This design comes from an exercise in tuning for small area, a short achievable clock period and few clock cycles per item on the open sky130 flow, not from production work.

==> module alu, before the edit <==
module alu (
    input  [15:0] A, B,
    input  [3:0]  ALU_Sel,
    input         mode,
    input         shift_multi,      
    input  [15:0] R, Q,             
    input         div_step,         
    input  [15:0] rs,               
    output [15:0] ALU_Result,
    output        cout
);
    wire [4:0] op = {mode, ALU_Sel};
    wire o_add  = (op == 5'h00), o_sub  = (op == 5'h01), o_mul  = (op == 5'h02),
         o_div  = (op == 5'h03), o_mod  = (op == 5'h04), o_inc  = (op == 5'h05),
         o_dec  = (op == 5'h06), o_gt   = (op == 5'h07), o_eq   = (op == 5'h08),
         o_lt   = (op == 5'h09), o_ge   = (op == 5'h0A), o_le   = (op == 5'h0B),
         o_neg  = (op == 5'h0C), o_addc = (op == 5'h0D), o_rsub = (op == 5'h0E),
         o_shl1 = (op == 5'h14), o_shr1 = (op == 5'h15), o_shl  = (op == 5'h16),
         o_shr  = (op == 5'h17), o_swap = (op == 5'h1B), o_eqm  = (op == 5'h1C);
    wire o_cmp = o_gt | o_lt | o_ge | o_le;
    wire arith = o_add | o_sub | o_inc | o_dec | o_neg | o_addc | o_rsub | o_shl1 | div_step;
    wire inv_a  = o_gt | o_le | o_neg | o_rsub;
    wire y_b    = o_add | o_addc | o_rsub | o_gt | o_le;
    wire y_nb   = o_sub | o_lt | o_ge | div_step;
    wire y_a    = o_shl1;                        
    wire y_ones = o_dec;
    wire cin    = o_sub | o_inc | o_neg | o_addc | o_rsub | o_cmp | div_step;
    wire b_zero = ~|B;
    wire shift_n0 = (o_shl | o_shr) & ~b_zero;
    reg [3:0] t;
    always @(*) begin
        case (op)
            5'h10: t = 4'b1000;   
            5'h11: t = 4'b1110;   
            5'h13: t = 4'b0011;   
            5'h16, 5'h17: t = 4'b1100;   
            5'h18: t = 4'b0111;   
            5'h19: t = 4'b0001;   
            5'h1A: t = 4'b1001;   
            5'h1D: t = 4'b0100;   
            5'h1E: t = 4'b1101;   
            5'h1F: t = 4'b1111;   
            5'h12, 5'h08, 5'h1C: t = 4'b0110;   
            default: t = 4'b0000;
        endcase
    end
    wire en_L = ~(o_eq | o_eqm) & ~shift_n0;
    wire en_R = o_mul | o_mod;
    wire en_Q = o_div | (shift_multi & (o_shl | o_shr));
    wire [15:0] p, g, h, L;
    wire [15:0] a_up = {1'b0, A[15:1]};
    wire [15:0] a_sw = {A[7:0], A[15:8]};
    wire        eq = ~|L;
    wire        e_all = o_eqm & eq;
    wire        e_0 = (o_eqm | o_eq) & eq;
    genvar i;
    generate
        for (i = 0; i < 16; i = i + 1) begin : gen_slice
            alu_slice s (
                .a(A[i]), .b(B[i]), .a_up(a_up[i]), .a_sw(a_sw[i]),
                .rs(rs[i]), .sel_rs(div_step),
                .r(R[i]), .q(Q[i]), .e(i == 0 ? e_0 : e_all),
                .inv_a(inv_a), .y_b(y_b), .y_nb(y_nb), .y_a(y_a), .y_ones(y_ones),
                .t(t), .en_L(en_L), .en_shr1(o_shr1), .en_sw(o_swap),
                .en_R(en_R), .en_Q(en_Q), .arith(arith),
                .p(p[i]), .g(g[i]), .L(L[i]), .h(h[i])
            );
        end
    endgenerate
    wire [15:0] c;
    prefix16 pf (.p(p), .g(g), .cin(cin), .c(c), .cout(cout));
    wire [15:0] cm = c & {16{~o_cmp}};
    assign ALU_Result = {h[15:1] ^ cm[15:1],
                         o_cmp ? (cout ^ (o_gt | o_lt)) : (h[0] ^ cin)};
endmodule
==> module alu_slice, before the edit <==
module alu_slice (
    input       a, b, a_up, a_sw, r, q, e, rs, sel_rs,
    input       inv_a, y_b, y_nb, y_a, y_ones,
    input [3:0] t,
    input       en_L, en_shr1, en_sw, en_R, en_Q, arith,
    output      p, g, L, h
);
    wire x = (~sel_rs & ~inv_a & a) | (~sel_rs & inv_a & ~a) | (sel_rs & rs);
    wire y = (y_b & b) | (y_nb & ~b) | (y_a & a) | y_ones;
    assign p = x ^ y;
    assign g = x & y;
    assign L = t[{a, b}];
    wire other = (en_L & L) | (en_shr1 & a_up) | (en_sw & a_sw) | e |
                 (en_R & r) | (en_Q & q);
    assign h = arith ? p : other;
endmodule
==> module prefix16, before the edit <==
module prefix16 (
    input  [15:0] p, g,
    input         cin,
    output [15:0] c,
    output        cout
);
    wire [15:0] G1, P1, G2, P2, G3, P3, G4;
    wire [15:0] g0 = {g[15:1], g[0] | (p[0] & cin)};
    genvar i;
    generate
        for (i = 0; i < 16; i = i + 1) begin : pf
            if (i % 2 == 1) begin
                assign G1[i] = g0[i] | (p[i] & g0[i-1]);
                assign P1[i] = p[i] & p[i-1];
            end else begin
                assign G1[i] = g0[i]; assign P1[i] = p[i];
            end
            if (i % 4 >= 2) begin
                assign G2[i] = G1[i] | (P1[i] & G1[(i/4)*4+1]);
                assign P2[i] = P1[i] & P1[(i/4)*4+1];
            end else begin
                assign G2[i] = G1[i]; assign P2[i] = P1[i];
            end
            if (i % 8 >= 4) begin
                assign G3[i] = G2[i] | (P2[i] & G2[(i/8)*8+3]);
                assign P3[i] = P2[i] & P2[(i/8)*8+3];
            end else begin
                assign G3[i] = G2[i]; assign P3[i] = P2[i];
            end
            if (i >= 8) begin
                assign G4[i] = G3[i] | (P3[i] & G3[7]);
            end else begin
                assign G4[i] = G3[i];
            end
        end
    endgenerate
    assign c = {G4[14:0], cin};
    assign cout = G4[15];
endmodule
export LEC_CHECK = 0
export ABC_AREA = 1
export CAP_MARGIN = 20
export CORE_MARGIN = 2
export CORE_UTILIZATION = 55
export CTS_BUF_LIST = sky130_fd_sc_hd__clkbuf_8
export SLEW_MARGIN = 20
export SYNTH_HIERARCHICAL = 1
export SYNTH_MINIMUM_KEEP_SIZE = 0
create_clock -name core_clock -period 40.0 [get_ports {clk}]
standard.sh (not shown) runs the stock make flow with config.mk's settings and CLKGATE_MAP_FILE= SYNTH_SCRIPT=/design/flow/synth_recipe.tcl, a recipe that flattens the netlist after the stock synthesis.
==> flow/flow/run.sh <==
#!/bin/bash
# Own layout flow: the standard ORFS flow (standard.sh) with these changes:
#  - synthesis maps the logic with an area-oriented abc script
#    (flow/abc_myarea.script) instead of ORFS's delay-oriented one; the
#    flip-flops, flattening and renaming are the standard flow's (synth_recipe.tcl);
#  - the port buffers that placement inserts are buf_2 cells;
#  - the extra ORFS make variables in flow/make_args.txt, if any (one per
#    line), are passed to every make call.
# Each tool's output goes to the logs under orfs/logs and to flow_*.log here.
set -euo pipefail
HERE=$(pwd)
rm -rf scripts_mod
cp -r "$FLOW_HOME/scripts" scripts_mod
cp flow/abc_myarea.script scripts_mod/
python3 flow/patch_synth.py scripts_mod/synth.tcl
EXTRA=""
if [[ -f flow/make_args.txt ]]; then
  while read -r line; do
    [[ -n "$line" ]] && EXTRA="$EXTRA '$line'"
  done < flow/make_args.txt
fi
# standard.sh with our scripts folder, port buffer cell and extra variables
# added to its make call
sed -e "s|make -C |make SCRIPTS_DIR=$HERE/scripts_mod 'BUFFER_PORTS_ARGS=-buffer_cell sky130_fd_sc_hd__buf_2' $EXTRA -C |" standard.sh > standard_mod.sh
grep -q "SCRIPTS_DIR=$HERE/scripts_mod" standard_mod.sh
bash standard_mod.sh synth > flow_synth.log 2>&1
bash standard_mod.sh > flow_layout.log 2>&1
test -f out/final.def
==> flow/flow/abc_myarea.script <==
strash
dch
map -a
topo
stime -c
==> flow/flow/make_args.txt <==
SETUP_SLACK_MARGIN=19.5
==> flow/flow/patch_synth.py <==
#!/usr/bin/env python3
"""Patch a copy of ORFS's synth.tcl so that abc maps with abc_myarea.script
(area-oriented mapping) instead of ORFS's delay-oriented abc script. Only the
abc call changes: flip-flop mapping, flattening and renaming are untouched."""
import sys
f = sys.argv[1]
t = open(f).read()
old = '  log_cmd abc {*}$abc_args\n'
assert t.count(old) == 1, "abc call not found"
new = '  log_cmd abc {*}[lreplace $abc_args 1 1 $::env(SCRIPTS_DIR)/abc_myarea.script]\n'
open(f, 'w').write(t.replace(old, new))
Change:
--- a/flow/design.v
+++ b/flow/design.v
@@ -71,7 +71,7 @@
     wire arith = o_add | o_sub | o_inc | o_dec | o_neg | o_addc | o_rsub | o_shl1 | div_step;
     wire inv_a  = o_gt | o_le | o_neg | o_rsub;
     wire y_b    = o_add | o_addc | o_rsub | o_gt | o_le;
-    wire y_nb   = o_sub | o_lt | o_ge | div_step;
+    wire y_nb   = o_sub | o_lt | o_ge | o_eq | o_eqm | div_step;
     wire y_a    = o_shl1;                        
     wire y_ones = o_dec;
     wire cin    = o_sub | o_inc | o_neg | o_addc | o_rsub | o_cmp | div_step;
@@ -90,7 +90,7 @@
             5'h1D: t = 4'b0100;   
             5'h1E: t = 4'b1101;   
             5'h1F: t = 4'b1111;   
-            5'h12, 5'h08, 5'h1C: t = 4'b0110;   
+            5'h12: t = 4'b0110;   
             default: t = 4'b0000;
         endcase
     end
@@ -100,16 +100,13 @@
     wire [15:0] p, g, h, L;
     wire [15:0] a_up = {1'b0, A[15:1]};
     wire [15:0] a_sw = {A[7:0], A[15:8]};
-    wire        eq = ~|L;
-    wire        e_all = o_eqm & eq;
-    wire        e_0 = (o_eqm | o_eq) & eq;
     genvar i;
     generate
         for (i = 0; i < 16; i = i + 1) begin : gen_slice
             alu_slice s (
                 .a(A[i]), .b(B[i]), .a_up(a_up[i]), .a_sw(a_sw[i]),
                 .rs(rs[i]), .sel_rs(div_step),
-                .r(R[i]), .q(Q[i]), .e(i == 0 ? e_0 : e_all),
+                .r(R[i]), .q(Q[i]),
                 .inv_a(inv_a), .y_b(y_b), .y_nb(y_nb), .y_a(y_a), .y_ones(y_ones),
                 .t(t), .en_L(en_L), .en_shr1(o_shr1), .en_sw(o_swap),
                 .en_R(en_R), .en_Q(en_Q), .arith(arith),
@@ -118,13 +115,15 @@
         end
     endgenerate
     wire [15:0] c;
-    prefix16 pf (.p(p), .g(g), .cin(cin), .c(c), .cout(cout));
-    wire [15:0] cm = c & {16{~o_cmp}};
+    wire        eq;
+    prefix16 pf (.p(p), .g(g), .cin(cin), .c(c), .cout(cout), .pall(eq));
+    wire        o_flag = o_cmp | o_eq | o_eqm;
+    wire [15:0] cm = (c & {16{~o_flag}}) | {16{o_eqm & eq}};
     assign ALU_Result = {h[15:1] ^ cm[15:1],
-                         o_cmp ? (cout ^ (o_gt | o_lt)) : (h[0] ^ cin)};
+                         o_cmp ? (cout ^ (o_gt | o_lt)) : (o_eq | o_eqm) ? eq : (h[0] ^ cin)};
 endmodule
 module alu_slice (
-    input       a, b, a_up, a_sw, r, q, e, rs, sel_rs,
+    input       a, b, a_up, a_sw, r, q, rs, sel_rs,
     input       inv_a, y_b, y_nb, y_a, y_ones,
     input [3:0] t,
     input       en_L, en_shr1, en_sw, en_R, en_Q, arith,
@@ -135,7 +134,7 @@
     assign p = x ^ y;
     assign g = x & y;
     assign L = t[{a, b}];
-    wire other = (en_L & L) | (en_shr1 & a_up) | (en_sw & a_sw) | e |
+    wire other = (en_L & L) | (en_shr1 & a_up) | (en_sw & a_sw) |
                  (en_R & r) | (en_Q & q);
     assign h = arith ? p : other;
 endmodule
@@ -143,7 +142,8 @@
     input  [15:0] p, g,
     input         cin,
     output [15:0] c,
-    output        cout
+    output        cout,
+    output        pall           
 );
     wire [15:0] G1, P1, G2, P2, G3, P3, G4;
     wire [15:0] g0 = {g[15:1], g[0] | (p[0] & cin)};
@@ -176,6 +176,7 @@
         end
     endgenerate
     assign c = {G4[14:0], cin};
+    assign pall = P3[15] & P3[7];
     assign cout = G4[15];
 endmodule
 module fa (input x, y, z, output s, c);
Area after synthesis hardly moves.
Hold slack improves by 0.022 ns.
Non-clock buffer count went up by 12.
Design area went up by 0.95%.
Maximum frequency barely changes.
Via count went up by 2.0%.
Synthesized cell count went up by 0.46%.
Function was not checked in any run of this note: the RTL went through the layout flow alone.

==> separate check: timing with driven ports <==
The flow's constraints put no driver on any port. The routed layouts listed below were extracted and timed again, unchanged, in two steps. Step 1 sets driving cells, clkbuf_16 on the clock port and buf_2 on the other inputs (assumed; they add their load-dependent delay and slew). Step 2 times the ports against the registers' clock, not the clock port: input delays grow and output delays shrink by t, the midpoint of the rising clock arrivals with the driver on. Slacks: ideal / step 1 / step 2; pairs: ideal / step 1.
run | t, ns | setup WS [ns] | worst setup path after step 2 | pins driven straight from the clock port
the first run | 0.498 | 19.686 / 19.666 / 19.666 | input to output | 1
the second run | 0.514 | 19.726 / 19.706 / 19.706 | input to output | 1
After both steps setup and hold are still met in every run listed.
